What follows belongs to an exercise in optimizing a design on an open flow for a short achievable clock period and few clock cycles; a production flow would make more cautious choices. At most, simulation tests tie the RTL to the original design; equivalence was not proved. Only the layout flow was run in runs 1 and 2; the RTL was not checked for function there. No activity file was given, so power comes from the tool's default toggle rates.

[flow/run.sh]
#!/bin/bash
# synth_recipe.tcl (not shown) runs the flow's synth.tcl, then flattens the netlist and writes it again
# the make line also repeats each setting of config.mk as NAME=value (left out here)
make -C /OpenROAD-flow-scripts/flow DESIGN_CONFIG=/design/flow/config.mk WORK_HOME=/design/flow/orfs CLKGATE_MAP_FILE= SYNTH_SCRIPT=/design/flow/synth_recipe.tcl finish
[flow/config.mk]
export PLATFORM = sky130hd
export DESIGN_NAME = cpu
export DESIGN_NICKNAME = cpu
export VERILOG_FILES = /design/flow/design.v
export SDC_FILE = /design/flow/constraint.sdc
export NUM_CORES = 4
export LEC_CHECK = 0
export ABC_CLOCK_PERIOD_IN_PS = 2000
export CAP_MARGIN = 20
export CORE_MARGIN = 2
export CORE_UTILIZATION = 40
export SETUP_SLACK_MARGIN = 3.5
export SLEW_MARGIN = 20
export TNS_END_PERCENT = 100
[flow/constraint.sdc]
create_clock -name core_clock -period 6.0 [get_ports {clk}]
set_input_delay 1.2000 -clock core_clock [delete_from_list [all_inputs] [get_ports {clk}]]
set_output_delay 1.2000 -clock core_clock [all_outputs]
set_load 0.01 [all_outputs]
[flow/design.v]
module cpu(clk, reset, read_data, datapath_out, N, V, Z, mem_addr, m_cmd, write_data, halt_state_output);
  input clk, reset;
  input [15:0] read_data;
  output [15:0] datapath_out;
  output N, V, Z;
  output [8:0] mem_addr;
  output [1:0] m_cmd;
  output [15:0] write_data;
  output halt_state_output;
  reg [127:0] rf;             
  reg [15:0]  C;
  reg         fN, fV, fZ;
  reg         fNZ, fLT, fLE, fGE, fGT;   
  reg         halted;
  reg [8:0]   pcF;            
  reg         fv;             
  reg [8:0]   fa, fa1;        
  reg         fpred;          
  reg [3:0]   bv;
  reg [35:0]  bpc, btg;       
  reg [1:0]   bptr;
  reg [15:0]  IR;
  reg         iv;             
  reg [8:0]   ipc0, ipc1, ipc2;   
  reg         d_bwd;          
  reg [8:0]   itgt;           
  reg [1:0]   scnt;           
  reg [15:0]  Aop, Bop;       
  reg         d_add, d_cmp, d_and, d_mvn, d_mov, d_movi, d_ldr, d_str, d_bx, d_bl, d_halt, d_cc;
  reg         d_we;           
  reg [7:0]   d_wsel;         
  reg [2:0]   d_wnum;         
  reg [2:0]   d_srcA, d_srcB;
  reg [1:0]   d_bsh;
  reg         c_alw, c_z, c_nz, c_lt, c_le, c_ge, c_gt;    
  reg         tk;             
  reg         ra;             
  reg         dop, dst;       
  reg [8:0]   daddr;
  reg         mcw, mcr;       
  reg         ld1, ld2;       
  reg [2:0]   ld1rd, ld2rd;
  reg         kill;           
  reg [8:0]   kpc;
  function [15:0] shf;
    input [15:0] x;
    input [1:0] s;
    case (s)
      2'b00: shf = x;
      2'b01: shf = {x[14:0], 1'b0};
      2'b10: shf = {1'b0, x[15:1]};
      default: shf = {x[15], x[15:1]};
    endcase
  endfunction
  wire exec = iv & (scnt == 2'd0) & ~kill & ~halted;
  wire [15:0] A = Aop, B = Bop;
  wire [15:0] sx5  = {{11{IR[4]}}, IR[4:0]};
  wire [15:0] sx8  = {{8{IR[7]}}, IR[7:0]};
  wire        mem  = d_ldr | d_str;
  wire [15:0] sumR = A + B;
  wire [15:0] sumI = A + sx5;
  wire [15:0] diff = A - B;
  wire        eqz  = (A == B);
  wire        nV   = ~eqz & A[15] & B[15];
  wire        nN   = ~eqz & ~nV & diff[15];
  wire        nLT  = ~eqz & (nV | diff[15]);
  wire [8:0]  blv  = itgt - 9'd2;
  wire [15:0] resc = ({16{d_add}} & sumR) | ({16{d_and}} & (A & B)) | ({16{d_mvn}} & ~B);
  wire [15:0] res  = resc | ({16{d_mov}} & B) | ({16{d_movi}} & sx8) | ({16{d_bl}} & {7'd0, blv});
  wire [15:0] cnext = resc | ({16{d_mov | d_str | d_bx}} & B) | ({16{d_ldr}} & sumI);
  wire cwr = d_add | d_and | d_mvn | d_mov | d_movi | d_ldr | d_str | d_bx;
  wire wrE = exec & d_we;
  wire cmpE = exec & d_cmp;
  wire gZ   = cmpE ? eqz : fZ;
  wire gNZ  = cmpE ? ~eqz : fNZ;
  wire gLT  = cmpE ? nLT : fLT;
  wire gLE  = cmpE ? (nLT | eqz) : fLE;
  wire gGE  = cmpE ? ~nLT : fGE;
  wire gGT  = cmpE ? ~(nLT | eqz) : fGT;
  wire taken = exec & tk;
  wire redir = taken & ~dop;
  wire slow  = d_bx | d_cc;      
  assign mem_addr = ra ? itgt : (dop ? daddr : pcF);
  assign m_cmd    = {mcw, mcr};
  assign write_data = C;
  assign datapath_out = C;
  assign N = fN;
  assign V = fV;
  assign Z = fZ;
  assign halt_state_output = halted;
  wire flush      = (exec & (tk | slow)) | kill;   
  wire ir_free    = ~iv | exec | kill;
  wire cap        = fv & ~flush & ir_free;
  wire drop_stall = fv & ~flush & ~ir_free;
  wire fetch_seq  = ~dop & ~halted & ~redir & ~(iv & slow) & ~drop_stall & ~kill;
  wire [8:0] fa_n = ra ? itgt : pcF;
  wire [8:0] fa1_n = fa_n + 9'd1;
  reg        hit;
  reg [8:0]  htg;
  integer q;
  always @(*) begin
    hit = 1'b0; htg = 9'd0;
    for (q = 0; q < 4; q = q + 1)
      if (bv[q] & (bpc[9*q +: 9] == fa_n)) begin
        hit = 1'b1; htg = htg | btg[9*q +: 9];
      end
  end
  wire [8:0] nxt_n = hit ? htg : fa1_n;
  wire [15:0] rd = read_data;
  wire [4:0] op5 = rd[15:11];
  wire p_add  = op5 == 5'b10100;
  wire p_cmp  = op5 == 5'b10101;
  wire p_and  = op5 == 5'b10110;
  wire p_mvn  = op5 == 5'b10111;
  wire p_movi = op5 == 5'b11010;
  wire p_mov  = op5 == 5'b11000;
  wire p_ldr  = op5 == 5'b01100;
  wire p_str  = op5 == 5'b10000;
  wire p_b    = op5 == 5'b00100;
  wire p_bl   = op5 == 5'b01011;
  wire p_bx   = op5 == 5'b01000;
  wire p_halt = ~(p_add | p_cmp | p_and | p_mvn | p_movi | p_mov | p_ldr | p_str | p_b | p_bl | p_bx);
  wire [2:0] rRn = rd[10:8], rRd = rd[7:5], rRm = rd[2:0];
  wire use_rn = p_add | p_cmp | p_and | p_ldr | p_str | p_movi | p_bl;
  wire use_rd = p_add | p_and | p_mvn | p_mov | p_ldr | p_str | p_bx;
  wire use_rm = p_add | p_cmp | p_and | p_mvn | p_mov;
  wire dep0 = iv & d_ldr & ((use_rn & (rRn == IR[7:5])) | (use_rd & (rRd == IR[7:5])) | (use_rm & (rRm == IR[7:5])));
  wire dep1 = ld1 & ((use_rn & (rRn == ld1rd)) | (use_rd & (rRd == ld1rd)) | (use_rm & (rRm == ld1rd)));
  wire [2:0] bnum = (p_str | p_bx) ? rRd : rRm;
  wire [1:0] bsh = (p_add | p_cmp | p_and | p_mvn | p_mov) ? rd[4:3] : 2'b00;
  wire [2:0] wnum = (p_movi | p_bl) ? rRn : rRd;
  wire [2:0] cnd = rd[10:8];
  wire p_bc = p_b & (cnd == 3'b001 | cnd == 3'b010 | cnd == 3'b011 | cnd == 3'b100);
  wire pr = fpred & p_bc;    
  wire [1:0] scnt_c = dep0 ? 2'd2 : (dep1 ? 2'd1 : 2'd0);
  wire n_alw = (p_b & (cnd == 3'b000 | cnd == 3'b101)) | p_bl;
  wire n_z   = p_b & (pr ? (cnd == 3'b010) : (cnd == 3'b001));
  wire n_nz  = p_b & (pr ? (cnd == 3'b001) : (cnd == 3'b010));
  wire n_lt  = p_b & ~pr & (cnd == 3'b011);
  wire n_le  = p_b & ~pr & (cnd == 3'b100);
  wire n_ge  = pr & (cnd == 3'b011);
  wire n_gt  = pr & (cnd == 3'b100);
  reg [15:0] rfA, rfB;
  integer k;
  always @(*) begin
    rfA = 16'd0; rfB = 16'd0;
    for (k = 0; k < 8; k = k + 1) begin
      if (rRn == k)  rfA = rf[16*k +: 16];
      if (bnum == k) rfB = rf[16*k +: 16];
    end
  end
  wire [15:0] Anew = (wrE & (d_wnum == rRn)) ? res : ((ld2 & (ld2rd == rRn)) ? rd : rfA);
  wire [15:0] Bnew = (wrE & (d_wnum == bnum)) ? res : ((ld2 & (ld2rd == bnum)) ? rd : rfB);
  wire       iv_n   = cap | (iv & ~ir_free);
  wire [1:0] scnt_n = cap ? scnt_c : ((scnt != 2'd0) ? scnt - 2'd1 : 2'd0);
  wire       a_alw = cap ? n_alw : c_alw;
  wire       a_z   = cap ? n_z   : c_z;
  wire       a_nz  = cap ? n_nz  : c_nz;
  wire       a_lt  = cap ? n_lt  : c_lt;
  wire       a_le  = cap ? n_le  : c_le;
  wire       a_ge  = cap ? n_ge  : c_ge;
  wire       a_gt  = cap ? n_gt  : c_gt;
  wire tk_n = a_alw | (a_z & gZ) | (a_nz & gNZ) | (a_lt & gLT) | (a_le & gLE) | (a_ge & gGE) | (a_gt & gGT);
  wire dop_n = exec & mem;
  integer r;
  always @(posedge clk) begin
    for (r = 0; r < 8; r = r + 1) begin
      if (wrE & d_wsel[r])
        rf[16*r +: 16] <= res;
      else if (ld2 & (ld2rd == r))
        rf[16*r +: 16] <= read_data;
    end
    if (exec & cwr) C <= cnext;
    if (cmpE) begin
      fZ <= eqz; fV <= nV; fN <= nN;
    end
    fNZ <= gNZ; fLT <= gLT; fLE <= gLE; fGE <= gGE; fGT <= gGT;
    if (cap) begin
      IR <= rd;
      Aop <= Anew;
      Bop <= shf(Bnew, bsh);
      ipc1 <= fa1;
      ipc2 <= fa1 + 9'd1;
      itgt <= pr ? fa1 : fa1 + {rd[7], rd[7:0]};
      ipc0 <= fa;
      d_bwd <= p_bc & rd[7] & ~fpred;
      d_add <= p_add; d_cmp <= p_cmp; d_and <= p_and; d_mvn <= p_mvn;
      d_mov <= p_mov; d_movi <= p_movi; d_ldr <= p_ldr; d_str <= p_str;
      d_bx <= p_bx; d_bl <= p_bl; d_halt <= p_halt;
      d_cc <= p_b & (cnd == 3'b110);
      d_we <= p_add | p_and | p_mvn | p_mov | p_movi | p_bl;
      d_wsel <= 8'd1 << wnum;
      d_wnum <= wnum;
      d_srcA <= rRn;
      d_srcB <= bnum;
      d_bsh <= bsh;
    end else if (ld2) begin
      if (ld2rd == d_srcA) Aop <= rd;
      if (ld2rd == d_srcB) Bop <= shf(rd, d_bsh);
    end
    c_alw <= a_alw; c_z <= a_z; c_nz <= a_nz; c_lt <= a_lt; c_le <= a_le; c_ge <= a_ge; c_gt <= a_gt;
    tk <= tk_n;
    scnt <= scnt_n;
    daddr <= sumI[8:0];
    dst <= d_str;
    ld1rd <= IR[7:5];
    ld2rd <= ld1rd;
    kpc <= ipc1;
    fa <= fa_n;
    fa1 <= fa1_n;
    fpred <= hit;
    for (q = 0; q < 4; q = q + 1)
      if (exec & d_str & (sumI[8:0] == bpc[9*q +: 9])) bv[q] <= 1'b0;
    if (taken & d_bwd) begin
      bv[bptr] <= 1'b1;
      bpc[9*bptr +: 9] <= ipc0;
      btg[9*bptr +: 9] <= itgt;
      bptr <= bptr + 2'd1;
    end
    if (kill)
      pcF <= kpc;
    else if (drop_stall)
      pcF <= fa;
    else if (exec & d_bx)
      pcF <= Bop[8:0];
    else if (exec & d_cc)
      pcF <= C[8:0];
    else if (taken)
      pcF <= redir ? nxt_n : itgt;
    else if (fetch_seq)
      pcF <= nxt_n;
    if (reset) begin
      pcF <= 9'd0;
      fv <= 1'b0;
      iv <= 1'b0;
      scnt <= 2'd0;
      ra <= 1'b0;
      dop <= 1'b0;
      mcw <= 1'b0;
      mcr <= 1'b1;
      ld1 <= 1'b0;
      ld2 <= 1'b0;
      kill <= 1'b0;
      halted <= 1'b0;
      bv <= 4'd0;
      bptr <= 2'd0;
    end else begin
      fv <= redir | fetch_seq;
      iv <= iv_n;
      ra <= tk_n & iv_n & (scnt_n == 2'd0) & ~dop_n;
      dop <= dop_n;
      mcw <= exec & d_str;
      mcr <= dop_n ? ~d_str : ~(halted | (exec & d_halt));
      ld1 <= exec & d_ldr;
      ld2 <= ld1;
      kill <= exec & d_str & ((sumI[8:0] == ipc1) | (sumI[8:0] == ipc2));
      if (exec & d_halt) halted <= 1'b1;
    end
  end
endmodule
==> results list, run 1 <==
- The run finished with no timing, DRC or antenna violations.
- Cell type with the highest occurrence count on the critical path: sky130_fd_sc_hd__a31o_4
- Dividing total power by cell area gives a power density of 380 nW/um^2.
* Setup TNS after final layout: 0 ns
* Final wirelength: roughly 100000 um
- Count of cell types in the netlist: 101
- Highest-delay cell along the critical path: sky130_fd_sc_hd__edfxtp_1
- Along the worst path, the maximum fanout reaches 5.
- HP Class: reg -> reg
- Clock tree from TritonCTS: yes
- Combinational logic is responsible for a little under half of the overall power.
- Entering global routing, the biggest net connects 47 pins.
- # setup viols final: 0
- Of all flip-flops after synthesis, the portion carrying an async set or reset was 0%.
- The worst setup path is of the reg -> reg kind.
* Number of detailed-routing iterations run before antenna repair: 9
- The floorplan has 92 rows.
- The hold violation total from the final report came to 0.
- Total power after layout: 12.9 mW
- Setup repair after global routing could not meet its margin everywhere.
- Count of pins over their slew limit: 0
- The core region is 63200 sq um.
- Across the VDD grid, the largest voltage drop is 0.255 mV.
- The die covers ~66000 sq um.
* Switching power as a share of total power: 39.7%
* First-pass GRT wire length: 151000 um
* Post-synth top flop: sky130_fd_sc_hd__edfxtp_1
* Count of yosys warnings during synthesis: 1
- STA classifies the critical path endpoint as a register.
- The number of antenna diodes in the final layout is 0.
- The initial antenna violation count is 0.
- IO Port Bufs: 64
- The number of global-route vias before repair came to 22800.
* Number of vias in the routed layout: approximately 24000
- After detailed routing, the number of vias per cell comes to 6.16.
- The later pin in the worst-skew pair is clocked with a latency of 0.62 ns.
* Tmin final: approximately 3.4 ns
- Number of max-capacitance violations reported: 0
- Leakage power: 12.9 nW
- The detail route stage leaves a number of antenna-violating nets equal to 0.
- Worst path max stage delay: 0.53 ns
- The wire-length estimate of the detail-placed layout is 68700 um.
- Maximum clock insertion buffer count: 3
- Leftover overflow at the end of global routing: 0
- In the layout the commonest cells are sky130_fd_sc_hd__nand2_1 (355), sky130_fd_sc_hd__edfxtp_1 (327), sky130_fd_sc_hd__buf_4 (237).
- The tree is rooted in a sky130_fd_sc_hd__clkbuf_16.
- Count of flip-flops with a built-in enable after synthesis: approximately 330
* # IOs: 65
- Number of nets produced by synthesis: 2803
* Die width: 257 um
* Number of filler instances in the final layout: 5416
* Post-detailed-route wirelength per cell: 27.0 um
- H-tree lvl count: 2
* Layout net count: 3076
- Internal: 7.76 mW
* GP Congestion: 0.965
* Hold-fix buffers at CTS: 0
- Counting flops and latches in the post-synthesis netlist gives 411.
- Across the routed clock network, the largest skew measured is 0.0332 ns.
- Top delay family on crit path: compound AO/OA/AOI/OAI gates
* Layout overhead on the synthesized area: 32.6%
- Clock Sink Count: 411
- Sequential cells were found to cover about 45% of the synthesized design area.
- The initial utilization of the core area, before any placement, comes to 40.5%.
- Crit path buffers/inverters: 3
- The analysis attributes to net switching a power of 5.12 mW.
- STA classifies the critical path startpoint as a register.
- Leading cell type in the layout, fill and taps excluded: sky130_fd_sc_hd__nand2_1
* CTS clock-pin slew for the worst setup and hold paths: 0.06 ns
- Final standard cell utilization of the core: a little over half
* Num CTS Buffers: 46
- In this run, the number of DRC markers left after iteration 0 of detailed routing was approximately 2800.
- Headroom to the max-slew limit came out at 29.2%.
* Arrival time at the worst endpoint: 3.71 ns
* Fmax: 297 MHz
- Part of the total power dissipated in sequential elements: 32.5%
* Cell chain of the critical path: inv_2 > ha_4 > or3b_4 > a31o_4 > nor2b_4 > a31o_4 > a311oi_4 > xnor2_2 > a221oi_2 > buf_6 > buf_12 > o21ai_1
* Share of final-layout standard cells stronger than drive strength 1: 30.8%
- Cell area after synthesis: 25600 sq um
- With fillers left out, the area of the finished cells amounts to ~34000 sq um.
- At the worst endpoint, the required time is 6.34 ns.
- Tot GR Track Use: 30.4%
- Synthesis handed over a netlist of 2721 instances.
* Post-route DRC: 0
* Crit share post-route: 56.1%
- From bottom edge to top edge, the die measures 257 um.
* Worst slew pin tran: roughly 1.1 ns
* Cell area after placement: 27500 sq um
- Syn Area/Cell: 9.41 sq um
- The clock network accounts for 21.9% of the total power.
==> sequential cells by signal (all words and copies together) (netlist names), 16 cells and up <==
signal  cells
C          16
Bop        16
bpc        36
btg        36
rf        128
Aop        16
==> final timing paths <==
check / slack, ns / endpoint / from / cells past startpoint
worst max-delay path: 2.63 / rf[15]$_DFFE_PP_ / Bop[5]$_DFFE_PP_ / 12
worst min-delay path: 0.39 / kpc[2]$_DFF_P_ / ipc1[2]$_DFFE_PN_ / 0
worst max register to register: 2.63 / rf[15]$_DFFE_PP_ / Bop[5]$_DFFE_PP_ / 12
worst min register to register: 0.39 / kpc[2]$_DFF_P_ / ipc1[2]$_DFFE_PN_ / 0
==> worst register-to-register path, stage by stage (launching register included) <==
cell                       delay [ns]
sky130_fd_sc_hd__edfxtp_1        0.53
sky130_fd_sc_hd__inv_2           0.11
sky130_fd_sc_hd__ha_4            0.29
sky130_fd_sc_hd__or3b_4          0.38
sky130_fd_sc_hd__a31o_4          0.24
sky130_fd_sc_hd__nor2b_4         0.14
sky130_fd_sc_hd__a31o_4          0.24
sky130_fd_sc_hd__a311oi_4        0.26
sky130_fd_sc_hd__xnor2_2         0.12
sky130_fd_sc_hd__a221oi_2        0.37
sky130_fd_sc_hd__buf_6           0.21
sky130_fd_sc_hd__buf_12          0.14
sky130_fd_sc_hd__o21ai_1         0.07
==> synth_stat cells, types with 13 or more instances <==
library cell	instances	share of area, %
sky130_fd_sc_hd__nand4_1	26	0.64
sky130_fd_sc_hd__and3_1	17	0.42
sky130_fd_sc_hd__mux4_2	18	1.6
sky130_fd_sc_hd__xnor2_1	136	4.7
sky130_fd_sc_hd__a222oi_1	14	0.55
sky130_fd_sc_hd__mux2i_1	66	2.6
sky130_fd_sc_hd__nor4_1	19	0.46
sky130_fd_sc_hd__dfxtp_1	84	6.6
sky130_fd_sc_hd__o21ai_0	331	6.5
sky130_fd_sc_hd__o31ai_1	14	0.41
sky130_fd_sc_hd__a21oi_1	120	2.3
sky130_fd_sc_hd__inv_1	163	2.4
sky130_fd_sc_hd__buf_1	16	0.23
sky130_fd_sc_hd__edfxtp_1	327	38
sky130_fd_sc_hd__ha_1	61	3.0
sky130_fd_sc_hd__nor3_1	45	0.88
sky130_fd_sc_hd__a21o_1	15	0.44
sky130_fd_sc_hd__buf_4	24	0.70
sky130_fd_sc_hd__a211oi_1	20	0.59
sky130_fd_sc_hd__o22ai_1	33	0.81
sky130_fd_sc_hd__a221oi_1	14	0.48
sky130_fd_sc_hd__and2_1	13	0.32
sky130_fd_sc_hd__clkbuf_1	144	2.1
sky130_fd_sc_hd__xor2_1	35	1.2
sky130_fd_sc_hd__o211ai_1	27	0.79
sky130_fd_sc_hd__nand3_1	56	1.1
sky130_fd_sc_hd__a22oi_1	51	1.5
sky130_fd_sc_hd__nand2b_1	24	0.59
sky130_fd_sc_hd__buf_2	15	0.29
sky130_fd_sc_hd__nand2_1	373	5.5
sky130_fd_sc_hd__nor2b_1	28	0.68
sky130_fd_sc_hd__mux2_2	18	0.79
sky130_fd_sc_hd__a31oi_1	24	0.59
sky130_fd_sc_hd__nor2_1	119	1.7
==> through the flow <==
stage          cells  setup WS [ns]  hold WS [ns]
6_report        3877           2.63         0.390
5_1_grt         3877           2.57         0.415
4_1_cts         3829           2.71         0.394
3_5_place_dp    3501          0.815         0.381
3_3_place_gp    3500          0.900         0.386
2_1_floorplan   2721           2.26         0.367
==> routing by layer <==
layer  track usage (%)  up-vias  routed length [um]
met5                 0        -                   0
met4              12.6        0                5100
met3              5.05      298                9240
met2              49.6     1300               49000
met1              40.0    11800               41400
li1                  -    10500                   -
==> layout make-up <==
type / count / area, sq um / area share [%]
multi-input cells: 1936 / 15000 / 44.1
well taps: 846 / 1060 / 3.12
repair buffers: 424 / 4150 / 12.2
inverters: 171 / 727 / 2.14
clock inverters: 25 / 245 / 0.723
repair inverters: 4 / 45.0 / 0.133
flip-flops and latches: 411 / 11500 / 33.9
clock buffers: 60 / 1230 / 3.63
==> power by group through the flow <==
stage	Combinational [mW]	Clock [mW]	Sequential, mW
6_report	5.88	2.82	4.19
5_1_grt	6.16	2.94	4.21
4_1_cts	5.27	2.84	4.15
3_5_place_dp	3.97	0	4.30
3_3_place_gp	3.90	0	4.29
2_1_floorplan	2.86	0	3.93
==> kinds of logic after synthesis <==
| kind of cell | count (synthesis) | synth area share (%) |
|---|---|---|
| multiplexers | 104 | 5.06 |
| XOR/XNOR | 174 | 6.16 |
| AND/OR/NAND/NOR | 787 | 14.4 |
| adder cells (fa/ha/maj) | 64 | 3.22 |
| buffers and inverters | 379 | 6.22 |
| flip-flops | 411 | 44.9 |
| AO/OA/AOI/OAI | 802 | 20.0 |
==> what timing repair did <==
action                     4_1_cts  5_1_grt
gates resized for setup        679      167
gates cloned                    13        2
setup buffers                  230       46
pin swaps                      153       80
setup endpoints to repair      576      337
==> inputs of run 2 (changes only) <==
--- a/flow/design.v
+++ b/flow/design.v
@@ -140,17 +140,25 @@
   wire n_le  = p_b & ~pr & (cnd == 3'b100);
   wire n_ge  = pr & (cnd == 3'b011);
   wire n_gt  = pr & (cnd == 3'b100);
-  reg [15:0] rfA, rfB;
+  reg [15:0] rfN, rfD, rfM, rfA_h, rfB_h;
   integer k;
   always @(*) begin
-    rfA = 16'd0; rfB = 16'd0;
+    rfN = 16'd0; rfD = 16'd0; rfM = 16'd0; rfA_h = 16'd0; rfB_h = 16'd0;
     for (k = 0; k < 8; k = k + 1) begin
-      if (rRn == k)  rfA = rf[16*k +: 16];
-      if (bnum == k) rfB = rf[16*k +: 16];
+      if (rRn == k)   rfN = rf[16*k +: 16];
+      if (rRd == k)   rfD = rf[16*k +: 16];
+      if (rRm == k)   rfM = rf[16*k +: 16];
+      if (d_srcA == k) rfA_h = rf[16*k +: 16];
+      if (d_srcB == k) rfB_h = rf[16*k +: 16];
     end
   end
-  wire [15:0] Anew = (wrE & (d_wnum == rRn)) ? res : ((ld2 & (ld2rd == rRn)) ? rd : rfA);
-  wire [15:0] Bnew = (wrE & (d_wnum == bnum)) ? res : ((ld2 & (ld2rd == bnum)) ? rd : rfB);
+  wire [15:0] vN = (wrE & (d_wnum == rRn)) ? res : ((ld2 & (ld2rd == rRn)) ? rd : rfN);
+  wire [15:0] vD = (wrE & (d_wnum == rRd)) ? res : ((ld2 & (ld2rd == rRd)) ? rd : rfD);
+  wire [15:0] vM = (wrE & (d_wnum == rRm)) ? res : ((ld2 & (ld2rd == rRm)) ? rd : rfM);
+  wire        bRd = p_str | p_bx;
+  wire [15:0] Bnew = bRd ? vD : shf(vM, bsh);
+  wire [15:0] Ahold = (ld2 & (ld2rd == d_srcA)) ? rd : rfA_h;
+  wire [15:0] Bhold = shf((ld2 & (ld2rd == d_srcB)) ? rd : rfB_h, d_bsh);
   wire       iv_n   = cap | (iv & ~ir_free);
   wire [1:0] scnt_n = cap ? scnt_c : ((scnt != 2'd0) ? scnt - 2'd1 : 2'd0);
   wire       a_alw = cap ? n_alw : c_alw;
@@ -177,8 +185,6 @@
     fNZ <= gNZ; fLT <= gLT; fLE <= gLE; fGE <= gGE; fGT <= gGT;
     if (cap) begin
       IR <= rd;
-      Aop <= Anew;
-      Bop <= shf(Bnew, bsh);
       ipc1 <= fa1;
       ipc2 <= fa1 + 9'd1;
       itgt <= pr ? fa1 : fa1 + {rd[7], rd[7:0]};
@@ -194,10 +200,9 @@
       d_srcA <= rRn;
       d_srcB <= bnum;
       d_bsh <= bsh;
-    end else if (ld2) begin
-      if (ld2rd == d_srcA) Aop <= rd;
-      if (ld2rd == d_srcB) Bop <= shf(rd, d_bsh);
-    end
+    end
+    Aop <= cap ? vN : Ahold;
+    Bop <= cap ? Bnew : Bhold;
     c_alw <= a_alw; c_z <= a_z; c_nz <= a_nz; c_lt <= a_lt; c_le <= a_le; c_ge <= a_ge; c_gt <= a_gt;
     tk <= tk_n;
     scnt <= scnt_n;
==> results list, run 2 <==
- Number of detailed-routing iterations run before antenna repair: 8
* Number of nets produced by synthesis: 3281
- Post-synth top flop: sky130_fd_sc_hd__edfxtp_1
- STA classifies the critical path endpoint as a register.
* Clock Sink Count: 411
* Worst setup skew after layout: 0.0521 ns
- GP Congestion: slightly below 1
- Final wirelength: 126000 um
- Synthesized instance count: 3199
* Area of the die: between 70000 and 80000 sq um
* Fin. Hold Viols: 0
- Violation count after the first detailed-route iteration: between 4000 and 5000
* Later-pin clock latency in the skew report: 0.65 ns
* Tot GR Track Use: 31.9%
- Number of flip-flops in the largest register: 128
- Unrepaired setup endpoints after global routing: yes
- Maximum number of pins on one net before global-route repair: 50
* Cell taking the most area after synthesis: sky130_fd_sc_hd__edfxtp_1
- Leaving out fill and tap cells, the most frequent cell in the layout is sky130_fd_sc_hd__nand2_1.
* Detailed placement HPWL: a little under 80000 um
* Worst path max stage delay: 0.41 ns
- TritonCTS built the clock tree.
- Initial core utilization: around two fifths
- The area growth from synthesis to layout is 33.1%.
- Arrival time at the worst endpoint: between 3 and 4 ns
- The netlist uses 106 different library cells.
- Fmax: 328 MHz
- Dividing total power by cell area gives a power density of 531 nW/um^2.
* Crit path max fanout: 3
* Num CTS Buffers: 48
- In the routed design, unresolved DRC markers number 0.
- Library cell with the highest instance count after synthesis: sky130_fd_sc_hd__nand2_1
- Number of flip-flops and latches in the synthesized netlist: 411
* Layout net count: about 3600
* HP Class: reg -> reg
* Die Y-Extent: between 200 and 300 um
* Top flop regs: rf (128), bpc (36), btg (36)
* Antenna-violating nets left: 0
- A synthesized cell averages 9.20 sq um.
* H-tree lvl count: 2
- The number of max-slew violations in the final report is 0.
* Number of placement rows: 99
- The synthesized design contains 295 enable-type register cells.
- After clock tree synthesis, the clock-pin slew on the worst setup and hold paths is around 0.06 ns.
* Crit share post-route: between 50 and 60%
* Top post-synthesis cells by count: sky130_fd_sc_hd__nand2_1 (409), sky130_fd_sc_hd__o21ai_0 (305), sky130_fd_sc_hd__edfxtp_1 (295)
- Number of max-capacitance violations reported: 0
* Final standard cell utilization of the core: between 50% and 60%
- Worst slew pin tran: 0.962 ns
* Highest-delay cell along the critical path: sky130_fd_sc_hd__edfxtp_1
- The initial antenna violation count came to 4.
- Dividing the detail-routed via count by the number of cells gives 6.44.
- Counting flops per register, the top entry is rf.
- Worst supply voltage drop on vdd: around 0.6 mV
- # IOs: 65
* Worst Setup Start Kind: register
* Share of the synthesized area in the top cell type: 30.1%
- Tmin final: 3.05 ns
- Dominant cells by area after synthesis: sky130_fd_sc_hd__edfxtp_1 (30%), sky130_fd_sc_hd__dfxtp_1 (7.9%), sky130_fd_sc_hd__nand2_1 (5.2%)
* Number of vias in the routed layout: 28800
- In the final timing run, aggregate negative setup slack is 0 ns.
* Count of yosys warnings during synthesis: 1
* Leakage power: ~15 nW
- Fraction of synthesis flops using an asynchronous set or reset pin: 0%
- Cell chain of the critical path: ha_2 > fa_2 > a211o_1 > a21o_4 > a2111oi_4 > nor3_2 > o32a_1 > a21o_1 > nand4b_1 > o311ai_2
* # setup viols final: 0
- Critical path data required time: 6.37 ns
- In the layout the commonest cells are sky130_fd_sc_hd__nand2_1 (393), sky130_fd_sc_hd__edfxtp_1 (295), sky130_fd_sc_hd__buf_4 (264).
- Counting along the longest clock path gives a buffer depth of 3.
* Clk Tree Root Cell: sky130_fd_sc_hd__clkbuf_16
- Crit path buffers/inverters: 0
* First-pass GRT wire length: 179000 um
* Number of filler instances in the final layout: about 6300
* Die width: 275 um
* Vias in the first global route: 26200
- Post-detailed-route wirelength per cell: 28.2 um
- Reg2reg setup slack: ~3 ns
- After synthesis, flip-flops and latches occupy between 30% and 40% of the total area.
- The flow ran to the end and the layout has no timing, DRC or antenna violations.
- Top delay family on crit path: compound AO/OA/AOI/OAI gates
* Cell area after synthesis: 29400 sq um
- Start-to-end type of the worst setup path: reg -> reg
- After floorplanning, the core was sized to cover roughly 73000 sq um.
- Leftover overflow at the end of global routing: 0
- Share of final-layout standard cells stronger than drive strength 1: 32.2%
- IO Port Bufs: 64
* Relative slew slack: between 30 and 40%
run 2: per-layer routing:
| layer | vias up | routed length [um] | track usage (%) |
|---|---|---|---|
| li1 | 12400 | - | - |
| met5 | - | 0 | 0 |
| met1 | 14000 | 49100 | 42.9 |
| met3 | 423 | 14800 | 7.41 |
| met4 | 0 | 7110 | 14.8 |
| met2 | 1982 | 55100 | 48.6 |
run 2: report_power, final:
part | internal, mW | leakage, nW | switching (mW) | total (mW)
sequential | 3.97 | 3.67 | 0.907 | 4.88
clock | 1.69 | 0.768 | 1.32 | 3.00
combinational | 5.67 | 10.4 | 7.24 | 12.9
run 2: repair_timing:
item                                   4_1_cts  5_1_grt
setup endpoints to repair                  523      271
buffers inserted                           246       82
gates cloned                                19        7
pin swaps                                  123      159
gates resized for setup                    639      318
hold buffers                                 0        0
endpoints found under the hold margin        0        0
run 2: per-stage QoR:
stage | setup slack, ns | instance area [sq um] | total power [mW] | instances | hold WS (ns)
after floorplan | 3.04 | 30100 | 10.3 | 3199 | 0.368
after global placement | 1.86 | 31100 | 13.1 | 4025 | 0.374
after detailed placement | 1.84 | 31100 | 13.1 | 4025 | 0.380
after CTS | 2.94 | 37200 | 18.9 | 4380 | 0.393
after global routing | 2.90 | 39200 | 21.5 | 4470 | 0.405
final | 2.95 | 39200 | 20.8 | 4471 | 0.394
run 2: cells by family (layout without fill, tap and decap cells):
family          count (synthesis)  count (layout)  synth area share [%]
compound gates                940             940                  21.0
xor+xnor                      173             173                  5.26
fa+ha+maj                      64              64                  2.80
buf+inv                       435             741                  6.13
flops                         411             411                  38.0
mux                           255             255                  12.0
other cells                     0               2                     0
simple gates                  921             926                  14.9
run 2: path summary, 6_finish.rpt:
check	start	cells after the start	to
worst max-delay path	IR[0]$_DFFE_PN_	10	C[14]$_DFFE_PP_
worst min-delay path	ipc1[7]$_DFFE_PN_	0	kpc[7]$_DFF_P_
worst max register to register	IR[0]$_DFFE_PN_	10	C[14]$_DFFE_PP_
worst min register to register	ipc1[7]$_DFFE_PN_	0	kpc[7]$_DFF_P_
run 2: cell type report:
cell class / instances / area (sq um) / area share, %
inverter: 157 / 663 / 1.69
antenna: 2 / 5.00 / 0.0128
tap: 959 / 1200 / 3.06
timing repair inverter: 2 / 17.5 / 0.0447
timing repair buffer: 492 / 5330 / 13.6
clock inverter: 19 / 224 / 0.572
clock buffer: 71 / 1370 / 3.50
sequential: 411 / 11300 / 28.8
multi-input combinational: 2358 / 19100 / 48.7
==> inputs of run 3 (changes only) <==
--- a/flow/design.v
+++ b/flow/design.v
@@ -35,10 +35,12 @@
   reg         c_alw, c_z, c_nz, c_lt, c_le, c_ge, c_gt;    
   reg         tk;             
   reg         ra;             
+  reg [8:0]   mar;            
   reg         dop, dst;       
   reg [8:0]   daddr;
   reg         mcw, mcr;       
   reg         ld1, ld2;       
+  reg         ld2c;           
   reg [2:0]   ld1rd, ld2rd;
   reg         kill;           
   reg [8:0]   kpc;
@@ -58,7 +60,11 @@
   wire [15:0] sx8  = {{8{IR[7]}}, IR[7:0]};
   wire        mem  = d_ldr | d_str;
   wire [15:0] sumR = A + B;
-  wire [15:0] sumI = A + sx5;
+  wire [5:0]  lo5  = {1'b0, A[4:0]} + {1'b0, IR[4:0]};
+  wire [10:0] hiP  = A[15:5] + 11'd1;
+  wire [10:0] hiM  = A[15:5] - 11'd1;
+  wire [10:0] hiI  = (lo5[5] & ~IR[4]) ? hiP : ((~lo5[5] & IR[4]) ? hiM : A[15:5]);
+  wire [15:0] sumI = {hiI, lo5[4:0]};
   wire [15:0] diff = A - B;
   wire        eqz  = (A == B);
   wire        nV   = ~eqz & A[15] & B[15];
@@ -80,7 +86,7 @@
   wire taken = exec & tk;
   wire redir = taken & ~dop;
   wire slow  = d_bx | d_cc;      
-  assign mem_addr = ra ? itgt : (dop ? daddr : pcF);
+  assign mem_addr = mar;
   assign m_cmd    = {mcw, mcr};
   assign write_data = C;
   assign datapath_out = C;
@@ -93,7 +99,7 @@
   wire cap        = fv & ~flush & ir_free;
   wire drop_stall = fv & ~flush & ~ir_free;
   wire fetch_seq  = ~dop & ~halted & ~redir & ~(iv & slow) & ~drop_stall & ~kill;
-  wire [8:0] fa_n = ra ? itgt : pcF;
+  wire [8:0] fa_n = mar;
   wire [8:0] fa1_n = fa_n + 9'd1;
   reg        hit;
   reg [8:0]  htg;
@@ -121,8 +127,8 @@
   wire p_bx   = op5 == 5'b01000;
   wire p_halt = ~(p_add | p_cmp | p_and | p_mvn | p_movi | p_mov | p_ldr | p_str | p_b | p_bl | p_bx);
   wire [2:0] rRn = rd[10:8], rRd = rd[7:5], rRm = rd[2:0];
-  wire use_rn = p_add | p_cmp | p_and | p_ldr | p_str | p_movi | p_bl;
-  wire use_rd = p_add | p_and | p_mvn | p_mov | p_ldr | p_str | p_bx;
+  wire use_rn = p_add | p_cmp | p_and | p_ldr | p_str;
+  wire use_rd = p_str | p_bx;
   wire use_rm = p_add | p_cmp | p_and | p_mvn | p_mov;
   wire dep0 = iv & d_ldr & ((use_rn & (rRn == IR[7:5])) | (use_rd & (rRd == IR[7:5])) | (use_rm & (rRm == IR[7:5])));
   wire dep1 = ld1 & ((use_rn & (rRn == ld1rd)) | (use_rd & (rRd == ld1rd)) | (use_rm & (rRm == ld1rd)));
@@ -152,13 +158,14 @@
       if (d_srcB == k) rfB_h = rf[16*k +: 16];
     end
   end
-  wire [15:0] vN = (wrE & (d_wnum == rRn)) ? res : ((ld2 & (ld2rd == rRn)) ? rd : rfN);
-  wire [15:0] vD = (wrE & (d_wnum == rRd)) ? res : ((ld2 & (ld2rd == rRd)) ? rd : rfD);
-  wire [15:0] vM = (wrE & (d_wnum == rRm)) ? res : ((ld2 & (ld2rd == rRm)) ? rd : rfM);
+  wire        ldw = ld2 & ~ld2c;    
+  wire [15:0] vN = (wrE & (d_wnum == rRn)) ? res : ((ldw & (ld2rd == rRn)) ? rd : rfN);
+  wire [15:0] vD = (wrE & (d_wnum == rRd)) ? res : ((ldw & (ld2rd == rRd)) ? rd : rfD);
+  wire [15:0] vM = (wrE & (d_wnum == rRm)) ? res : ((ldw & (ld2rd == rRm)) ? rd : rfM);
   wire        bRd = p_str | p_bx;
   wire [15:0] Bnew = bRd ? vD : shf(vM, bsh);
-  wire [15:0] Ahold = (ld2 & (ld2rd == d_srcA)) ? rd : rfA_h;
-  wire [15:0] Bhold = shf((ld2 & (ld2rd == d_srcB)) ? rd : rfB_h, d_bsh);
+  wire [15:0] Ahold = (ldw & (ld2rd == d_srcA)) ? rd : rfA_h;
+  wire [15:0] Bhold = shf((ldw & (ld2rd == d_srcB)) ? rd : rfB_h, d_bsh);
   wire       iv_n   = cap | (iv & ~ir_free);
   wire [1:0] scnt_n = cap ? scnt_c : ((scnt != 2'd0) ? scnt - 2'd1 : 2'd0);
   wire       a_alw = cap ? n_alw : c_alw;
@@ -168,14 +175,34 @@
   wire       a_le  = cap ? n_le  : c_le;
   wire       a_ge  = cap ? n_ge  : c_ge;
   wire       a_gt  = cap ? n_gt  : c_gt;
-  wire tk_n = a_alw | (a_z & gZ) | (a_nz & gNZ) | (a_lt & gLT) | (a_le & gLE) | (a_ge & gGE) | (a_gt & gGT);
+  wire tk_n = cap & (n_alw | (n_z & gZ) | (n_nz & gNZ) | (n_lt & gLT) | (n_le & gLE) | (n_ge & gGE) | (n_gt & gGT));
   wire dop_n = exec & mem;
+  wire ra_n  = tk_n & ~dop_n;
+  wire [8:0] itgt_n = cap ? (pr ? fa1 : fa1 + {rd[7], rd[7:0]}) : itgt;
+  reg [8:0] pcF_n;
+  always @(*) begin
+    if (kill)
+      pcF_n = kpc;
+    else if (drop_stall)
+      pcF_n = fa;
+    else if (exec & d_bx)
+      pcF_n = Bop[8:0];
+    else if (exec & d_cc)
+      pcF_n = C[8:0];
+    else if (taken)
+      pcF_n = redir ? nxt_n : itgt;
+    else if (fetch_seq)
+      pcF_n = nxt_n;
+    else
+      pcF_n = pcF;
+  end
+  wire [8:0] mar_n = ra_n ? itgt_n : (dop_n ? sumI[8:0] : pcF_n);
   integer r;
   always @(posedge clk) begin
     for (r = 0; r < 8; r = r + 1) begin
       if (wrE & d_wsel[r])
         rf[16*r +: 16] <= res;
-      else if (ld2 & (ld2rd == r))
+      else if (ldw & (ld2rd == r))
         rf[16*r +: 16] <= read_data;
     end
     if (exec & cwr) C <= cnext;
@@ -187,7 +214,6 @@
       IR <= rd;
       ipc1 <= fa1;
       ipc2 <= fa1 + 9'd1;
-      itgt <= pr ? fa1 : fa1 + {rd[7], rd[7:0]};
       ipc0 <= fa;
       d_bwd <= p_bc & rd[7] & ~fpred;
       d_add <= p_add; d_cmp <= p_cmp; d_and <= p_and; d_mvn <= p_mvn;
@@ -205,6 +231,7 @@
     Bop <= cap ? Bnew : Bhold;
     c_alw <= a_alw; c_z <= a_z; c_nz <= a_nz; c_lt <= a_lt; c_le <= a_le; c_ge <= a_ge; c_gt <= a_gt;
     tk <= tk_n;
+    itgt <= itgt_n;
     scnt <= scnt_n;
     daddr <= sumI[8:0];
     dst <= d_str;
@@ -222,20 +249,12 @@
       btg[9*bptr +: 9] <= itgt;
       bptr <= bptr + 2'd1;
     end
-    if (kill)
-      pcF <= kpc;
-    else if (drop_stall)
-      pcF <= fa;
-    else if (exec & d_bx)
-      pcF <= Bop[8:0];
-    else if (exec & d_cc)
-      pcF <= C[8:0];
-    else if (taken)
-      pcF <= redir ? nxt_n : itgt;
-    else if (fetch_seq)
-      pcF <= nxt_n;
+    pcF <= pcF_n;
+    mar <= mar_n;
+    ld2c <= ld1 & wrE & (d_wnum == ld1rd);
     if (reset) begin
       pcF <= 9'd0;
+      mar <= 9'd0;
       fv <= 1'b0;
       iv <= 1'b0;
       scnt <= 2'd0;
@@ -252,7 +271,7 @@
     end else begin
       fv <= redir | fetch_seq;
       iv <= iv_n;
-      ra <= tk_n & iv_n & (scnt_n == 2'd0) & ~dop_n;
+      ra <= ra_n;
       dop <= dop_n;
       mcw <= exec & d_str;
       mcr <= dop_n ? ~d_str : ~(halted | (exec & d_halt));
==> results list, run 3 <==
* Outcome: timing/DRC/antenna clean
- Using the TritonRoute via totals, the vias-per-cell ratio works out to ~6.6.
- In this run the mean area of a mapped cell was 9.00 sq um.
* Tot GR Track Use: 32.8%
* Leakage power: 13.9 nW
- For the worst-skew pair, the clock arrives at the later sink with an insertion delay of 0.64 ns.
- For this configuration, the core starts out at a cell density of about two fifths.
- Start-to-end type of the worst setup path: reg -> reg
* Post-synthesis sequential area ratio: 39.2%
- After detailed routing, the wire length on met1 is 45800 um.
- Summed over all nets, wire length on met3 after detailed routing comes to 17500 um.
- # setup viols final: 0
- Fraction of synthesis flops using an asynchronous set or reset pin: 0%
- Top post-synthesis cells by count: sky130_fd_sc_hd__nand2_1 (433), sky130_fd_sc_hd__o21ai_0 (369), sky130_fd_sc_hd__edfxtp_1 (286)
* Reg2reg setup slack: 2.92 ns
- After detailed routing, the number of remaining DRC violations is 0.
- The floorplan step set the die height to 268 um.
- For hold timing, the worst endpoint is kpc[1]$_DFF_P_.
* Num CTS Buffers: 49
- In the final layout, the share of cells above drive strength 1 is 31.1%.
- Clk Tree Root Cell: sky130_fd_sc_hd__clkbuf_16
- The library cell used most frequently in the layout, excluding fill and tap cells, is sky130_fd_sc_hd__nand2_1.
- Relative slew slack: 29.6%
- The clock tree synthesis step divided the H-tree into 2 levels.
- Layout net count: between 3000 and 4000
* Critical path endpoint category: register
- Relative to the synthesized area, the layout overhead comes to 32.7%.
* Worst reg2reg path depth: 14
- sky130_fd_sc_hd__edfxtp_1 takes more of the synthesized area than any other cell.
- Arrival time at the worst endpoint: 3.59 ns
- Violation count after the first detailed-route iteration: ~4600
- The worst path needs 3.08 ns of the cycle, external delays included.
- The core region is 68900 sq um.
- The worst hold path belongs to the class reg -> reg.
- For the worst setup path, the data required time is 6.51 ns.
- The hold violation total from the final report is 0.
- After detailed routing, the met2 layer carries 53600 um of wire.
- The final route contains 28200 vias.
* Maximum clock insertion buffer count: 3
* Crit path buffers/inverters: 4
- The clock net in this run drives a total of 404 sinks.
- The mapped netlist covers ~28000 sq um.
* Area of the die: ~72000 sq um
- Antenna-violating nets left: 0
- For this run, the leading register cell type out of synthesis is sky130_fd_sc_hd__edfxtp_1.
- Fmax: 325 MHz
- Setup repair after global routing could not meet its margin everywhere.
* Startpoint of the worst-slack reg-to-reg timing path: Bop[10]$_DFF_P_
- Sorting the synthesized cells by area gives the leading types as sky130_fd_sc_hd__edfxtp_1 (31%), sky130_fd_sc_hd__dfxtp_1 (8.4%), sky130_fd_sc_hd__o21ai_0 (6.6%).
- Measured along the x axis, the die boundary spans 268 um.
- Uppermost metal layer occupied by signal nets: met5
- Antenna violations before repair: 7
- Crit share post-route: 51.3%
- Number of flip-flops in the largest register: 128
- Top flop regs: rf (128), bpc (36), btg (36)
* Count of pins over their slew limit: 0
* Reg-to-reg critical path endpoint: mar[1]$_SDFF_PP0_
* First-pass GRT wire length: ~170000 um
- # IOs: 65
- Leftover overflow at the end of global routing: 0
- Counting flops with a built-in enable in the synthesized netlist gives 286.
- On the worst path, the slowest cell contributes a delay of 0.53 ns.
* Worst slew pin tran: between 1 and 1.5 ns
- After detailed routing, the average wire length per cell comes to 29.2 um.
* Cell chain of the critical path: inv_2 > ha_4 > inv_4 > nor4_2 > or4_4 > o21ai_2 > nand3_4 > mux2i_4 > a211oi_4 > buf_6 > buf_6 > nor2_1 > nor3_1 > nor3_1
- The initialized floorplan defines between 90 and 100 standard-cell rows.
- CTS clock-pin slew for the worst setup and hold paths: 0.07 ns
- The congestion estimate from routability-driven global placement came to 0.971.
* Maximum number of pins on one net before global-route repair: 79
- Most frequent cells in the layout: sky130_fd_sc_hd__nand2_1 (414), sky130_fd_sc_hd__edfxtp_1 (286), sky130_fd_sc_hd__o21ai_0 (247)
- The pre-antenna-repair detailed-routing pass consisted of 7 iterations.
- Final standard cell utilization of the core: between 50% and 60%
- Share of the synthesized area in the top cell type: 30.7%
- Vias in the first global route: 26000
- Summed over all nets, the half-perimeter wirelength after detailed placement is 74700 um.
- On the critical path, the stage with the largest delay is an instance of sky130_fd_sc_hd__or4_4.
- Among all cell types in the netlist, the one instantiated most often is sky130_fd_sc_hd__nand2_1.
* Hold wc startpoint: ipc1[1]$_DFFE_PP_
- Top delay family on crit path: simple AND/OR/NAND/NOR gates
* Worst setup skew after layout: between 0.05 and 0.06 ns
- Final wirelength: between 100000 and 150000 um
- Count of cell types in the netlist: 85
- The register with the most flip-flops in the final layout is rf.
- For this run, the number of Yosys warnings is 1.
- Worst Hold Path Cells: 0
- Synthesis inferred 404 register bits.
* Clock tree from TritonCTS: yes
* Worst supply voltage drop on vdd: 0.317 mV
- In the synthesized netlist, the number of instances is just over 3000.
* Number of nets produced by synthesis: ~3200
- Worst Setup Start Kind: register
- Hold-fix buffers at CTS: 0
- Crit path max fanout: 7
- Pwr per Cell Area: 472 nW/um^2
- Number of filler instances in the final layout: ~6000
- Setup TNS after final layout: 0 ns
- Number of max-capacitance violations reported: 0
- IO Port Bufs: 64
run 3: cell types whose count changed after synthesis, moves of 19 or more:
cell                       change
sky130_fd_sc_hd__o21ai_1      -36
sky130_fd_sc_hd__clkbuf_1     +35
sky130_fd_sc_hd__o211ai_1     -19
sky130_fd_sc_hd__o21ai_0      +64
sky130_fd_sc_hd__buf_2        -37
sky130_fd_sc_hd__a22oi_1      +22
sky130_fd_sc_hd__nand3b_1     -19
sky130_fd_sc_hd__a21oi_1      +28
sky130_fd_sc_hd__nand2_1      +24
run 3: final cells by class:
cell class | count | area, sq um | area share (%)
clock buffer | 73 | 1420 | 3.82
multi-input combinational | 2281 | 17900 | 48.2
antenna | 1 | 2.50 | 0.00674
inverter | 144 | 609 | 1.64
timing repair inverter | 1 | 7.51 | 0.0202
timing repair buffer | 416 | 4710 | 12.7
tap | 931 | 1160 | 3.14
clock inverter | 19 | 215 | 0.580
sequential | 404 | 11100 | 29.9
run 3: timing repair:
item                       4_1_cts  5_1_grt
buffers inserted               187       75
setup endpoints to repair      574      303
cloned                          18        8
pin swaps                      140      101
resized for setup              654      279
run 3: where the power goes:
group          switching, mW  total [mW]  internal (mW)  leakage [nW]
logic                   5.41        9.77           4.35          9.51
clock network           1.32        3.06           1.74         0.790
registers              0.943        4.68           3.74          3.62
run 3: worst max path at each step:
stage | from | to | cells after the start
after floorplan | read_data[11] | mar[3]$_SDFF_PP0_ | 11
after detailed placement | read_data[11] | mar[7]$_SDFF_PP0_ | 10
final | Bop[10]$_DFF_P_ | mar[1]$_SDFF_PP0_ | 14
after CTS | Bop[8]$_DFF_P_ | mar[7]$_SDFF_PP0_ | 12
after global routing | Bop[10]$_DFF_P_ | mar[7]$_SDFF_PP0_ | 14
after global placement | read_data[11] | mar[7]$_SDFF_PP0_ | 10
run 3: cells by family (layout without fill, tap and decap cells):
family | after synthesis | count (layout) | synth area share [%]
AOI/OAI and AO/OA | 923 | 923 | 20.3
and+or+nand+nor | 883 | 883 | 14.2
buffers and inverters | 420 | 653 | 6.06
DFF | 404 | 404 | 39.2
muxes | 235 | 235 | 12.0
xor gates and xnor gates | 184 | 184 | 5.76
adders and majority gates | 56 | 56 | 2.59
other | 0 | 1 | 0
run 3: per-layer routing:
| layer | up-vias | global-route usage [%] |
|---|---|---|
| met5 | - | 0 |
| met3 | 545 | 9.53 |
| li1 | 11800 | - |
| met1 | 13600 | 42.8 |
| met4 | 16 | 17.0 |
| met2 | 2266 | 49.2 |
run 3: worst register-to-register path, cell delays in order, from the launching register on:
cell and delay (ns):
sky130_fd_sc_hd__dfxtp_4 0.40, sky130_fd_sc_hd__inv_2 0.08, sky130_fd_sc_hd__ha_4 0.26, sky130_fd_sc_hd__inv_4 0.11, sky130_fd_sc_hd__nor4_2 0.06, sky130_fd_sc_hd__or4_4 0.53
sky130_fd_sc_hd__o21ai_2 0.28, sky130_fd_sc_hd__nand3_4 0.13, sky130_fd_sc_hd__mux2i_4 0.22, sky130_fd_sc_hd__a211oi_4 0.26, sky130_fd_sc_hd__buf_6 0.16, sky130_fd_sc_hd__buf_6 0.13
sky130_fd_sc_hd__nor2_1 0.05, sky130_fd_sc_hd__nor3_1 0.21, sky130_fd_sc_hd__nor3_1 0.06
run 3: stage by stage:
stage | hold WS, ns | instances | total power [mW] | setup WS (ns) | instance area [sq um]
after global routing | 0.374 | 4269 | 18.0 | 2.87 | 37100
after floorplan | 0.329 | 3105 | 8.47 | 2.78 | 28900
after global placement | 0.377 | 3888 | 10.7 | 1.62 | 29700
after detailed placement | 0.382 | 3888 | 10.8 | 1.63 | 29700
final | 0.371 | 4270 | 17.5 | 2.92 | 37100
after CTS | 0.365 | 4185 | 16.0 | 2.90 | 35200
Testbench counts of run 3, summed over its fixed seeds: cycles 44,536.
==> inputs of run 4 (changes only) <==
--- a/flow/design.v
+++ b/flow/design.v
@@ -65,11 +65,15 @@
   wire [10:0] hiM  = A[15:5] - 11'd1;
   wire [10:0] hiI  = (lo5[5] & ~IR[4]) ? hiP : ((~lo5[5] & IR[4]) ? hiM : A[15:5]);
   wire [15:0] sumI = {hiI, lo5[4:0]};
-  wire [15:0] diff = A - B;
+  wire        c15  = (A[14:0] >= B[14:0]);
   wire        eqz  = (A == B);
-  wire        nV   = ~eqz & A[15] & B[15];
-  wire        nN   = ~eqz & ~nV & diff[15];
-  wire        nLT  = ~eqz & (nV | diff[15]);
+  wire        ab15 = A[15] & B[15];
+  wire        nV   = ~eqz & ab15;
+  wire        r15  = A[15] ^ ~B[15] ^ c15;
+  wire        nN   = ~eqz & ~nV & r15;
+  wire        nLT1 = ~eqz & (ab15 | (A[15] ^ B[15]));
+  wire        nLT0 = ~eqz & (ab15 | ~(A[15] ^ B[15]));
+  wire        nLT  = c15 ? nLT1 : nLT0;
   wire [8:0]  blv  = itgt - 9'd2;
   wire [15:0] resc = ({16{d_add}} & sumR) | ({16{d_and}} & (A & B)) | ({16{d_mvn}} & ~B);
   wire [15:0] res  = resc | ({16{d_mov}} & B) | ({16{d_movi}} & sx8) | ({16{d_bl}} & {7'd0, blv});
@@ -159,11 +163,13 @@
     end
   end
   wire        ldw = ld2 & ~ld2c;    
-  wire [15:0] vN = (wrE & (d_wnum == rRn)) ? res : ((ldw & (ld2rd == rRn)) ? rd : rfN);
-  wire [15:0] vD = (wrE & (d_wnum == rRd)) ? res : ((ldw & (ld2rd == rRd)) ? rd : rfD);
-  wire [15:0] vM = (wrE & (d_wnum == rRm)) ? res : ((ldw & (ld2rd == rRm)) ? rd : rfM);
+  wire [15:0] oN = (ldw & (ld2rd == rRn)) ? rd : rfN;
+  wire [15:0] oD = (ldw & (ld2rd == rRd)) ? rd : rfD;
+  wire [15:0] oM = (ldw & (ld2rd == rRm)) ? rd : rfM;
+  wire        eN = wrE & (d_wnum == rRn);
+  wire        eD = wrE & (d_wnum == rRd);
+  wire        eM = wrE & (d_wnum == rRm);
   wire        bRd = p_str | p_bx;
-  wire [15:0] Bnew = bRd ? vD : shf(vM, bsh);
   wire [15:0] Ahold = (ldw & (ld2rd == d_srcA)) ? rd : rfA_h;
   wire [15:0] Bhold = shf((ldw & (ld2rd == d_srcB)) ? rd : rfB_h, d_bsh);
   wire       iv_n   = cap | (iv & ~ir_free);
@@ -175,28 +181,44 @@
   wire       a_le  = cap ? n_le  : c_le;
   wire       a_ge  = cap ? n_ge  : c_ge;
   wire       a_gt  = cap ? n_gt  : c_gt;
-  wire tk_n = cap & (n_alw | (n_z & gZ) | (n_nz & gNZ) | (n_lt & gLT) | (n_le & gLE) | (n_ge & gGE) | (n_gt & gGT));
+  wire gLT1 = cmpE ? nLT1 : fLT;
+  wire gLT0 = cmpE ? nLT0 : fLT;
+  wire gLE1 = cmpE ? (nLT1 | eqz) : fLE;
+  wire gLE0 = cmpE ? (nLT0 | eqz) : fLE;
+  wire [7:0] ttab1 = {1'b0, 1'b0, 1'b1, fpred ^ gLE1, fpred ^ gLT1, fpred ^ gNZ, fpred ^ gZ, 1'b1};
+  wire [7:0] ttab0 = {1'b0, 1'b0, 1'b1, fpred ^ gLE0, fpred ^ gLT0, fpred ^ gNZ, fpred ^ gZ, 1'b1};
+  wire tk1 = cap & ((p_b & ttab1[cnd]) | p_bl);
+  wire tk0 = cap & ((p_b & ttab0[cnd]) | p_bl);
+  wire tk_n = c15 ? tk1 : tk0;
   wire dop_n = exec & mem;
   wire ra_n  = tk_n & ~dop_n;
+  wire ra1   = tk1 & ~dop_n;
+  wire ra0   = tk0 & ~dop_n;
   wire [8:0] itgt_n = cap ? (pr ? fa1 : fa1 + {rd[7], rd[7:0]}) : itgt;
-  reg [8:0] pcF_n;
-  always @(*) begin
-    if (kill)
-      pcF_n = kpc;
-    else if (drop_stall)
-      pcF_n = fa;
-    else if (exec & d_bx)
-      pcF_n = Bop[8:0];
-    else if (exec & d_cc)
-      pcF_n = C[8:0];
-    else if (taken)
-      pcF_n = redir ? nxt_n : itgt;
-    else if (fetch_seq)
-      pcF_n = nxt_n;
-    else
-      pcF_n = pcF;
-  end
-  wire [8:0] mar_n = ra_n ? itgt_n : (dop_n ? sumI[8:0] : pcF_n);
+  wire selK = kill;
+  wire selD = fv & iv & ~exec & ~kill;       
+  wire selX = exec & d_bx;
+  wire selC = exec & d_cc;
+  wire selT = taken & dop;                   
+  wire selN = redir | fetch_seq;             
+  wire selH = ~(selK | selD | selX | selC | selT | selN);
+  wire [8:0] pcF_n = ({9{selK}} & kpc) | ({9{selD}} & fa) | ({9{selX}} & Bop[8:0])
+                   | ({9{selC}} & C[8:0]) | ({9{selT}} & itgt) | ({9{selN}} & nxt_n)
+                   | ({9{selH}} & pcF);
+  wire        sA  = cap & eN;
+  wire        sB0 = cap & (bRd ? eD : (eM & (bsh == 2'b00)));
+  wire        sBL = cap & ~bRd & eM & (bsh == 2'b01);
+  wire        sBR = cap & ~bRd & eM & bsh[1];
+  wire        sBA = cap & ~bRd & eM & (bsh == 2'b11);
+  wire [15:0] Aoth = cap ? (eN ? 16'd0 : oN) : Ahold;
+  wire [15:0] Both = cap ? (bRd ? (eD ? 16'd0 : oD) : (eM ? 16'd0 : shf(oM, bsh))) : Bhold;
+  wire [15:0] Anext = ({16{sA}} & res) | Aoth;
+  wire [15:0] Bnext = ({16{sB0}} & res) | ({16{sBL}} & {res[14:0], 1'b0})
+                    | ({16{sBR}} & {sBA & res[15], res[15:1]}) | Both;
+  wire [8:0] mar_o = dop_n ? sumI[8:0] : pcF_n;
+  wire [8:0] mar1  = ra1 ? itgt_n : mar_o;
+  wire [8:0] mar0  = ra0 ? itgt_n : mar_o;
+  wire [8:0] mar_n = c15 ? mar1 : mar0;
   integer r;
   always @(posedge clk) begin
     for (r = 0; r < 8; r = r + 1) begin
@@ -227,8 +249,8 @@
       d_srcB <= bnum;
       d_bsh <= bsh;
     end
-    Aop <= cap ? vN : Ahold;
-    Bop <= cap ? Bnew : Bhold;
+    Aop <= Anext;
+    Bop <= Bnext;
     c_alw <= a_alw; c_z <= a_z; c_nz <= a_nz; c_lt <= a_lt; c_le <= a_le; c_ge <= a_ge; c_gt <= a_gt;
     tk <= tk_n;
     itgt <= itgt_n;
==> flow/flow/run.sh (new file) <==
#!/bin/bash
set -euo pipefail
export BUFFER_PORTS_ARGS="-buffer_cell sky130_fd_sc_hd__buf_4"
bash standard.sh > standard_flow.log 2>&1
==> flow/standard.sh (new file) <==
#!/bin/bash
# synth_recipe.tcl (not shown) runs the flow's synth.tcl, then flattens the netlist and writes it again
# the make line also repeats each setting of config.mk as NAME=value (left out here)
make -C /OpenROAD-flow-scripts/flow DESIGN_CONFIG=/design/flow/config.mk WORK_HOME=/design/flow/orfs CLKGATE_MAP_FILE= SYNTH_SCRIPT=/design/flow/synth_recipe.tcl "${@:-finish}"
removed: flow/run.sh
==> results list, run 4 <==
- Critical path endpoint category: register
- Num CTS Buffers: 47
- Counting both buffers and inverters, the worst setup path holds a total of 3.
- Total power after layout: 19.7 mW
- Worst path max stage delay: 0.77 ns
* Area of the die: 71200 sq um
* Maximum number of pins on one net before global-route repair: 65
- Highest-delay cell along the critical path: sky130_fd_sc_hd__a222oi_1
* Die Y-Extent: 267 um
- Dividing total power by cell area gives a power density of 541 nW/um^2.
- Fin. Hold Viols: 0
* Count of flip-flops with a built-in enable after synthesis: approximately 290
- # setup viols final: 0
- Layout overhead on the synthesized area: 31.4%
- STA puts the critical path data required time at about 6.5 ns.
* Cell taking the most area after synthesis: sky130_fd_sc_hd__edfxtp_1
- Number of filler instances in the final layout: approximately 5900
- Synthesized instance count: between 3000 and 4000
- Detailed placement finished with a half-perimeter wire length of 77200 um.
- Leading cell type in the layout, fill and taps excluded: sky130_fd_sc_hd__nand2_1
* Fmax: approximately 300 MHz
- The net count of the finished layout is 3291.
- Sequential cells were found to cover 39.5% of the synthesized design area.
- Count of cell types in the netlist: 86
- Across the VDD grid, the largest voltage drop is 0.281 mV.
- The sequential cells in the finished layout cover a total of 11100 sq um.
- Leakage power: between 10 and 15 nW
* Maximum clock insertion buffer count: 3
- The count of nets left with antenna violations once routing finished came out at 0.
- Worst Setup Start Kind: register
- The synthesized netlist occupies a cell area of about 28000 sq um.
* Met2 demand-to-capacity share in global routing: between 50% and 60%
- Dominant cells by area after synthesis: sky130_fd_sc_hd__edfxtp_1 (31%), sky130_fd_sc_hd__dfxtp_1 (8.3%), sky130_fd_sc_hd__o21ai_0 (6.5%)
- HP Class: reg -> reg
* Relative slew slack: 37.5%
- Share of the synthesized area in the top cell type: between 30% and 40%
- Global routing used 8.66% of the available met3 tracks.
- Post-synth top flop: sky130_fd_sc_hd__edfxtp_1
* Hold-fix buffers at CTS: 0
- Crit path max fanout: 5
* Tot GR Track Use: between 30% and 40%
- The initial antenna violation count was 3.
* Clk Tree Root Cell: sky130_fd_sc_hd__clkbuf_16
- Worst slew pin tran: 0.938 ns
- Leftover overflow at the end of global routing: 0
* GP Congestion: 0.998
* Cell chain of the critical path: buf_6 > buf_12 > mux2_2 > a22oi_2 > o221ai_2 > a222oi_1 > a21oi_2 > buf_4 > a221o_1 > a221oi_2 > o221ai_1
- Number of max-capacitance violations reported: 0
- Among cell families on the critical path, the largest total delay comes from compound AO/OA/AOI/OAI gates.
- Clock Sink Count: 402
- Setup TNS after final layout: 0 ns
- Post-detailed-route wirelength per cell: 29.7 um
- Fraction of synthesis flops using an asynchronous set or reset pin: 0%
- In the synthesized netlist, the cells that appear most often are sky130_fd_sc_hd__nand2_1 (377), sky130_fd_sc_hd__o21ai_0 (357), sky130_fd_sc_hd__edfxtp_1 (288).
* Mean number of vias per cell: 6.58
- After the first detailed-routing iteration, the DRC count stood at 3851.
* Outcome: timing/DRC/antenna clean
- CTS clock-pin slew for the worst setup and hold paths: 0.07 ns
- Number of detailed-routing iterations run before antenna repair: 9
* Number of flip-flops in the largest register: 128
- For met1 alone, demand over resource in global routing was 44.4%.
- The number of nets in the synthesized netlist is 3099.
* Unrepaired setup endpoints after global routing: yes
- # IOs: 65
* Layer with the highest usage: met2
- Share of final-layout standard cells stronger than drive strength 1: 32.0%
- Final instance area: 36300 sq um
- Top flop regs: rf (128), bpc (36), btg (36)
- Vias in the first global route: 25600
* Count of yosys warnings during synthesis: 1
- The count of buffers added on input and output ports is 64.
- The H-tree was split into 2 levels.
- Post-route DRC: 0
- Clock skew on the completed layout was measured at 0.0468 ns.
- The region available for standard cell placement spans about 68000 sq um.
- Crit share post-route: 54.4%
- In this run, synthesis produced a sequential element count of about 400.
- Cell area after placement: 29300 sq um
* Die width: 267 um
* Initial core utilization: about two fifths
- Summing all multi-input logic gate instances after layout gives 17700 sq um.
- Arrival time at the worst endpoint: roughly 3.7 ns
- Syn Area/Cell: 9.14 sq um
- The clock reaches the later pin of the worst-skew pair after 0.65 ns.
- The worst setup path is of the reg -> reg kind.
- The first global-routing pass estimated roughly 180000 um of wire.
* Most frequent cells in the layout: sky130_fd_sc_hd__nand2_1 (360), sky130_fd_sc_hd__edfxtp_1 (288), sky130_fd_sc_hd__buf_4 (281)
- Count of pins over their slew limit: 0
* Number of vias in the routed layout: roughly 27000
* Library cell with the highest instance count after synthesis: sky130_fd_sc_hd__nand2_1
- In this run the core area contains 96 standard-cell rows.
- The routed design has roughly 120000 um of wire.
- Tmin final: between 3 and 4 ns
* Top register by number of flip-flops: rf
- TritonCTS built the clock tree.
-- run 4: changes by cell type after synthesis, sizes merged, moves of 14 or more --
cell,delta
mux4,-14
a22oi,+27
a21oi,-46
nand3,-25
a211oi,-19
nand2,-56
-- run 4: timing repair --
item | CTS | global route
resized for setup | 497 | 203
gates cloned | 15 | 4
buffers inserted | 205 | 58
pin swaps | 161 | 127
endpoints found under the setup margin | 487 | 279
-- run 4: layout make-up --
class	instances	area share, %
flip-flops and latches	402	30.4
multi-input cells	2213	48.6
diodes	1	0.00689
well taps	882	3.04
clock inverters	29	0.857
clock buffers	58	3.55
inverters	145	1.63
repair buffers	407	11.9
-- run 4: kinds of logic after synthesis --
| kind of cell | Yosys count | synth area share, % |
|---|---|---|
| fa+ha+maj | 57 | 2.66 |
| mux | 226 | 11.2 |
| compound gates | 913 | 21.0 |
| xor+xnor | 191 | 6.08 |
| flops | 402 | 39.5 |
| buf+inv | 413 | 5.98 |
| simple gates | 822 | 13.6 |
-- run 4: worst paths after layout --
path / from / endpoint / slack [ns] / cells past startpoint
setup / recovery: d_srcB[1]$_DFFE_PP_ / Bop[11]$_DFF_P_ / 2.74 / 11
hold / removal: ipc1[3]$_DFFE_PP_ / kpc[3]$_DFF_P_ / 0.39 / 0
setup reg to reg: d_srcB[1]$_DFFE_PP_ / Bop[11]$_DFF_P_ / 2.74 / 11
hold reg to reg: ipc1[3]$_DFFE_PP_ / kpc[3]$_DFF_P_ / 0.39 / 0
-- run 4: power by group --
group          total, mW  internal (mW)  leakage, nW  switching [mW]
clock network       2.99           1.68        0.776            1.31
registers           4.97           3.87         3.60            1.10
logic               11.7           5.25         9.30            6.44
-- run 4: per-stage QoR --
stage / worst slack (ns) / cells / hold WS [ns] / util, %
global route: 2.68 / 4136 / 0.408 / 53.1
global placement: 1.71 / 3766 / 0.376 / 42.8
finish: 2.74 / 4137 / 0.394 / 53.1
detailed placement: 1.68 / 3767 / 0.378 / 42.9
floorplan: 2.82 / 3024 / 0.329 / -
CTS: 2.91 / 4074 / 0.394 / 51.1
-- run 4: per-layer routing --
layer	vias to the layer above	routed length [um]
li1	11600	-
met1	13300	47600
met2	1898	53700
met3	466	14700
met4	4	6990
met5	-	23
Testbench counts of run 4, summed over its fixed seeds: cycles 44,536.

re-timing with driven ports:
No port has a modelled driver above. Below, the same layouts with a new extraction and two added sets of constraints. Step 1 assumes that a clkbuf_16 drives the clock port and a buf_2 every other input. Step 2 times the ports against the registers' clock, not the clock port: input delays grow and output delays shrink by t, the midpoint of the rising clock arrivals with the driver on. Slacks: ideal ports / drivers / drivers and shift; pairs: ideal ports / drivers.
run | t, ns | slack for setup (ns) | worst slew at a driven data input, ns
run 1 | 0.676 | 2.633 / 2.614 / 1.938 | 0.21
run 2 | 0.689 | 2.955 / 2.955 / 2.459 | 0.18
run 3 | 0.688 | 2.919 / 2.863 / 2.453 | 0.36
run 4 | 0.688 | 2.735 / 2.735 / 2.309 | 0.25
After both steps setup and hold are still met in every run listed. The setup slack of run 1, which loses most, moves by -0.019 ns with the drivers and by -0.695 ns with both steps.
